Source: an optimization exercise on an open RTL-to-GDS flow (aim: small area). Production flows keep margins and buffers that such runs may drop. In this exercise RTL edits were held to simulation tests only and were not proved equivalent to the original. Power and IR drop assume default switching activity.

== run A ==
==> flow/design.v <==
module DigitalSystemDesigning(
	clk,
	rst,
	sw,
	state_in,
	row,
	col_r,
	col_g,
	seg_row,
	seg_col
);
	input clk,rst,sw;
	input[3:0] state_in;
	output[7:0] row;
	output[7:0] col_r;
	output[7:0] col_g;
	output[7:0] seg_row;
	output[7:0] seg_col;
	localparam GO = 3'd0, LEFT = 3'd1, RIGHT = 3'd2, STOP = 3'd3, OFF = 3'd4, BLANK = 3'd5;
	localparam P_GO = 2'd0, P_L = 2'd1, P_R = 2'd2, P_S = 2'd3;
	reg[4:0] a;
	reg p;
	reg[6:0] c;
	reg[2:0] c8d;
	reg[2:0] e2;
	reg[2:0] e1;
	wire a_0 = (a == 5'b00000);
	wire a_1 = (a == 5'b00001);
	wire a_13 = (a == 5'b10111);
	wire a_24 = (a == 5'b10000);
	wire c_0 = (c == 7'b0000000);
	wire c_62 = (c == 7'b0000010);
	always@(posedge clk)
		if(rst)
			a <= 0;
		else
			a <= {a[3:0], a[4] ^ a[1] ^ (!a[2] && !a[3])};
	always@(posedge clk)
		if(rst)
			c <= 0;
		else if(a_24 && p)
			c <= {c[5:0], c[6] ^ c[0] ^ (!c[0] && !c[1])};
	always@(posedge clk)
		if(rst)
			c8d <= 0;
		else if(a_1 && p && c_62)
			c8d <= c8d + 1'b1;
	always@(posedge clk)
		if(rst)
			e2 <= 0;
		else if(a_13)
			e2 <= e2 + 1'b1;
	always@(posedge clk)
		if(rst)
			e1 <= 0;
		else if(a_1 && p)
			e1 <= e1 + 1'b1;
	wire sec_base = c_0 && (c8d == 3'd4);
	wire tick_1Hz = sec_base && a_0 && p;
	wire tick_1Hz_d = sec_base && a_1 && !p;
	function [7:0] b_fwd(input [7:0] s);
		b_fwd = {s[6:0], s[7] ^ s[0] ^ (s[1] && s[3] && !s[6])};
	endfunction
	function [7:0] b_bwd(input [7:0] s);
		b_bwd = {s[0] ^ s[1] ^ (s[2] && s[4] && !s[7]), s[7:1]};
	endfunction
	reg[7:0] b1d;
	reg[7:0] b2d;
	reg flagd;
	reg on_d;
	wire b_wrap = (b1d == 8'h80);
	always@(posedge clk)
		if(rst)
			b1d <= 8'h80;
		else
			b1d <= b_fwd(b1d);
	always@(posedge clk)
		if(rst)
			begin
				b2d <= 8'h01;
				flagd <= 1'b1;
			end
		else if(b_wrap)
			begin
				if(!flagd)
					begin
						if(b2d == 8'h40)
							flagd <= 1'b1;
						else
							b2d <= b_fwd(b2d);
					end
				else
					begin
						if(b2d == 8'h01)
							flagd <= 1'b0;
						else
							b2d <= b_bwd(b2d);
					end
			end
	always@(posedge clk)
		if(b_wrap)
			on_d <= 1'b0;
		else if(b1d == b2d)
			on_d <= 1'b1;
	wire[3:0] ns = sw ? state_in : 4'b1111;
	reg[2:0] cur;
	reg[1:0] prev;
	reg pend;
	reg[3:0] c10l;
	reg[3:0] c10r;
	reg[2:0] c5s;
	always@(posedge clk)
		if(rst)
			c10l <= 0;
		else if(tick_1Hz)
			begin
				if(!pend)
					c10l <= 0;
				else if(prev == P_L)
					c10l <= (c10l == 4'd10) ? 4'd0 : c10l + 1'b1;
			end
	always@(posedge clk)
		if(rst)
			c10r <= 0;
		else if(tick_1Hz)
			begin
				if(!pend)
					c10r <= 0;
				else if(prev == P_R)
					c10r <= (c10r == 4'd10) ? 4'd0 : c10r + 1'b1;
			end
	always@(posedge clk)
		if(rst)
			c5s <= 0;
		else if(tick_1Hz)
			begin
				if(!pend)
					c5s <= 0;
				else if(prev == P_S)
					c5s <= {c5s[1:0], !c5s[2]};
			end
	reg keep;
	always@(*)
		case(prev)
			P_L: keep = pend && (c10l != 4'd10);
			P_R: keep = pend && (c10r != 4'd10);
			P_S: keep = pend && (c5s != 3'b100);
			default: keep = 1'b0;
		endcase
	reg[1:0] m;
	localparam M_GO = 2'd0, M_OFF = 2'd1, M_ACT = 2'd2;
	always@(posedge clk)
		if(rst)
			begin
				m <= M_GO;
				prev <= P_GO;
				pend <= 1'b0;
			end
		else
			case(ns)
				4'b0001:
					begin
						m <= M_ACT;
						prev <= P_L;
						pend <= 1'b1;
					end
				4'b0010:
					begin
						m <= M_ACT;
						prev <= P_R;
						pend <= 1'b1;
					end
				4'b0100:
					begin
						m <= M_ACT;
						prev <= P_S;
						pend <= 1'b1;
					end
				4'b1111:
					m <= M_OFF;
				4'b0000:
					begin
						m <= keep ? M_ACT : M_GO;
						pend <= keep;
					end
				default:
					;
			endcase
	always@(*)
		cur = (m == M_ACT) ? {1'b0, prev} : (m == M_OFF) ? OFF : GO;
	reg[2:0] cur_d;
	always@(posedge clk)
		if(rst)
			cur_d <= BLANK;
		else
			cur_d <= cur;
	always@(posedge clk)
		if(rst)
			p <= 1'b0;
		else if(a_0 && cur_d != BLANK)
			p <= !p;
	wire[2:0] idx = (cur_d == GO) ? e2 : e1;
	reg[2:0] rid;
	always@(posedge clk)
		rid <= idx;
	assign row = (cur_d == BLANK) ? 8'hFF : ~(8'd1 << idx);
	wire[1:0] rm = rid[1:0] ^ {2{rid[2]}};
	wire[1:0] gd = rid[1:0] - c8d[1:0];
	wire g0 = (gd == 2'd0);
	wire g1 = !gd[1];
	wire g2 = gd[0] ^ gd[1];
	wire g3 = gd[1];
	wire[7:0] pat_go = {g0, g1, g2, g3, g3, g2, g1, g0};
	wire tx = (rm == 2'd3);
	wire[7:0] tl = {1'b0, tx, tx, tx, rm != 2'd2, rm != 2'd0, rm[1], tx};
	wire[15:0] tl2 = {tl, tl} >> c8d;
	wire[7:0] arrow = tl2[7:0];
	wire[7:0] arrow_rev = {arrow[0], arrow[1], arrow[2], arrow[3], arrow[4], arrow[5], arrow[6], arrow[7]};
	wire[3:0] xr = 4'b0001 << rm;
	wire[7:0] pat_x = {xr[0], xr[1], xr[2], xr[3], xr[3], xr[2], xr[1], xr[0]};
	assign col_r = (cur_d == STOP) ? pat_x : 8'd0;
	assign col_g = (cur_d == GO) ? (on_d ? pat_go : 8'd0) :
		(cur_d == LEFT) ? arrow :
		(cur_d == RIGHT) ? arrow_rev : 8'd0;
	reg sr7, sr6;
	always@(posedge clk)
		if(rst || !sw)
			begin
				sr7 <= 1'b1;
				sr6 <= 1'b1;
			end
		else
			begin
				sr7 <= p;
				sr6 <= !p;
			end
	assign seg_row = {sr7, sr6, 6'b11_1111};
	wire swd = !(sr7 && sr6);
	reg[3:0] uni;
	reg[3:0] ten;
	always@(posedge clk)
		if(rst)
			begin
				uni <= 0;
				ten <= 0;
			end
		else if(tick_1Hz_d)
			begin
				if(!swd)
					begin
						uni <= 0;
						ten <= 0;
					end
				else if(uni == 4'd9)
					begin
						uni <= 0;
						ten <= (ten == 4'd9) ? 4'd0 : ten + 1'b1;
					end
				else
					uni <= uni + 1'b1;
			end
	wire[3:0] digit = sr6 ? ten : uni;
	reg[7:0] seg;
	always@(*)
		case(digit)
			4'd0: seg = sr6 ? 8'b0000_0000 : 8'b1111_1100;
			4'd1: seg = 8'b0110_0000;
			4'd2: seg = 8'b1101_1010;
			4'd3: seg = 8'b1111_0010;
			4'd4: seg = 8'b0110_0110;
			4'd5: seg = 8'b1011_0110;
			4'd6: seg = 8'b1011_1110;
			4'd7: seg = 8'b1110_0000;
			4'd8: seg = 8'b1111_1110;
			default: seg = 8'b1111_0110;
		endcase
	assign seg_col = swd ? seg : 8'd0;
endmodule
export LEC_CHECK = 0
export CAP_MARGIN = 20
export CORE_MARGIN = 2
export CORE_UTILIZATION = 40
export PLACE_DENSITY = 0.6
export SLEW_MARGIN = 20
create_clock -name core_clock -period 5.0 [get_ports {clk}]
standard.sh (not shown) runs the stock make flow with config.mk's settings and CLKGATE_MAP_FILE= SYNTH_SCRIPT=/design/flow/synth_recipe.tcl, a recipe that flattens the netlist after the stock synthesis.
==> flow/flow/run.sh <==
#!/bin/bash
# ORFS layout (standard.sh) with three changes:
# - synthesis maps logic with an area-oriented ABC script (flow/abc_area.script,
#   selected by ABC_AREA=1 from a private copy of the ORFS scripts folder) and
#   leaves adders to ABC instead of mapping them to half/full adder cells;
#   registers are untouched, so they keep the standard synthesis's names
# - ports are buffered with sky130_fd_sc_hd__buf_1
# - the clock tree uses sky130_fd_sc_hd__clkbuf_8 cells without dummy loads
set -euo pipefail
W=$(pwd)
rm -rf "$W/scripts"
cp -r "$FLOW_HOME/scripts" "$W/scripts"
cp "$W/flow/abc_area.script" "$W/scripts/abc_area.script"
export SCRIPTS_DIR="$W/scripts"
export ABC_AREA=1
export ADDER_MAP_FILE=
export BUFFER_PORTS_ARGS="-buffer_cell sky130_fd_sc_hd__buf_1"
export CTS_ARGS="-sink_clustering_enable -repair_clock_nets -buf_list sky130_fd_sc_hd__clkbuf_8 -dont_use_dummy_load"
bash standard.sh > standard.log 2>&1
==> flow/flow/abc_area.script <==
strash
&get -n
&deepsyn -T 120
&put
dch -f
amap
Input-level comparison between run B and run A:
diff --git a/flow/flow/run.sh b/flow/flow/run.sh
--- a/flow/flow/run.sh
+++ b/flow/flow/run.sh
@@ -16,4 +16,4 @@
 export ADDER_MAP_FILE=
 export BUFFER_PORTS_ARGS="-buffer_cell sky130_fd_sc_hd__buf_1"
-export CTS_ARGS="-sink_clustering_enable -repair_clock_nets -buf_list sky130_fd_sc_hd__clkbuf_8 -dont_use_dummy_load"
+export CTS_ARGS="-sink_clustering_enable -repair_clock_nets -buf_list sky130_fd_sc_hd__clkbuf_16 -sink_clustering_size 100 -sink_clustering_max_diameter 500 -sink_buffer_max_cap_derate 1.0 -dont_use_dummy_load"
 bash standard.sh > standard.log 2>&1
==> flow/flow/abc_area.script <==
strash
balance
rewrite
refactor
balance
rewrite
rewrite -z
balance
refactor -z
rewrite -z
balance
balance
rewrite
refactor
balance
rewrite
rewrite -z
balance
refactor -z
rewrite -z
balance
dch -f
amap
Notes after the runs:
- Run B and run A all finish clean.
- Reported for run B and run A, number of flops mapped to enable cells by yosys turned out identical to the last digit.
- Run B against run A: die outline width went up 1.2 um, minimum period implied by the final worst setup slack held.
- Max met3 wirelength from detailed routing across run B and run A: run B
- Total power per unit cell area was higher in run B than in run A.
- Routed length on met1 in run B is about 6% above run A.
- After detailed routing, run A needs less wire than run B.
- Looking at clock latency on the worst-skew pair, run B sits 0.03 ns lower than run A does.
- Compared with run A, run B shows utilization of the core after routing higher by 1.6 points.
--- input diff run B..run C ---
diff --git a/flow/flow/run.sh b/flow/flow/run.sh
--- a/flow/flow/run.sh
+++ b/flow/flow/run.sh
@@ -16,4 +16,4 @@
 export ADDER_MAP_FILE=
 export BUFFER_PORTS_ARGS="-buffer_cell sky130_fd_sc_hd__buf_1"
-export CTS_ARGS="-sink_clustering_enable -repair_clock_nets -buf_list sky130_fd_sc_hd__clkbuf_16 -sink_clustering_size 100 -sink_clustering_max_diameter 500 -sink_buffer_max_cap_derate 1.0 -dont_use_dummy_load"
+export CTS_ARGS="-sink_clustering_enable -repair_clock_nets -buf_list sky130_fd_sc_hd__clkbuf_8 -dont_use_dummy_load"
 bash standard.sh > standard.log 2>&1
## What came out
- Run C: flow completed, timing, DRC and antenna clean
- Comparing run B against run C, there is no change at all in count of sequential standard cells.
- Run B -> run C: sequential power flat
- Compared with run B, run C shows a detailed router's first-iteration violation count that is 58 lower.
- Relative to run B, the final cell area reported for run C is lower.
- Run C vs. run B: routed wire length now sits at about the same level; total power now sits lower; max-capacitance violation count now sits at about the same level.
- Run C against run B: final-layout worst hold slack has remained practically unchanged; power share of the sequential group has increased.
Input changes introduced in run D (baseline for comparison: run C):
diff --git a/flow/flow/run.sh b/flow/flow/run.sh
--- a/flow/flow/run.sh
+++ b/flow/flow/run.sh
@@ -16,4 +16,4 @@
 export ADDER_MAP_FILE=
 export BUFFER_PORTS_ARGS="-buffer_cell sky130_fd_sc_hd__buf_1"
-export CTS_ARGS="-sink_clustering_enable -repair_clock_nets -buf_list sky130_fd_sc_hd__clkbuf_8 -dont_use_dummy_load"
+export CTS_ARGS="-sink_clustering_enable -repair_clock_nets -buf_list sky130_fd_sc_hd__clkbuf_16 -sink_clustering_size 100 -sink_clustering_max_diameter 500 -dont_use_dummy_load"
 bash standard.sh > standard.log 2>&1
Notes after the runs:
[compare] base=run C new=run D: length of routed wiring on met1 picked up an extra 13 um; signed area change from the synthesized netlist to the final layout higher; power density over the cells shows an increase of 36 nW/um^2; clock share of power up 9.3 points.

-- re-timing with driven ports --
How much do the figures lean on ideal ports? The routed layouts below were timed once more, with nothing changed but the port constraints.
Step 1 sets driving cells, clkbuf_16 on the clock port and buf_2 on the other inputs (assumed; they add their load-dependent delay and slew).
Step 2 adds t to the input delays and takes it off the output delays; t is the mean of the earliest and latest rising clock arrival at the registers after step 1. Input paths then give back, and output paths get back, about the clock's delay inside the block.
Three values: ideal ports, drivers, drivers and shift; two values: the first two.
run	t, ns	slack for setup (ns)	worst hold slack (ns)	worst register clock-pin slew, ns
run A	0.368	1.409 / 1.379 / 1.721	0.413 / 0.413 / 0.413	0.08 / 0.08
run B	0.351	1.409 / 1.372 / 1.723	0.452 / 0.452 / 0.452	0.05 / 0.05
run C	0.360	1.391 / 1.359 / 1.719	0.454 / 0.454 / 0.454	0.07 / 0.07
run D	0.351	1.409 / 1.372 / 1.723	0.452 / 0.452 / 0.452	0.05 / 0.05
After both steps every run listed still meets setup and hold.
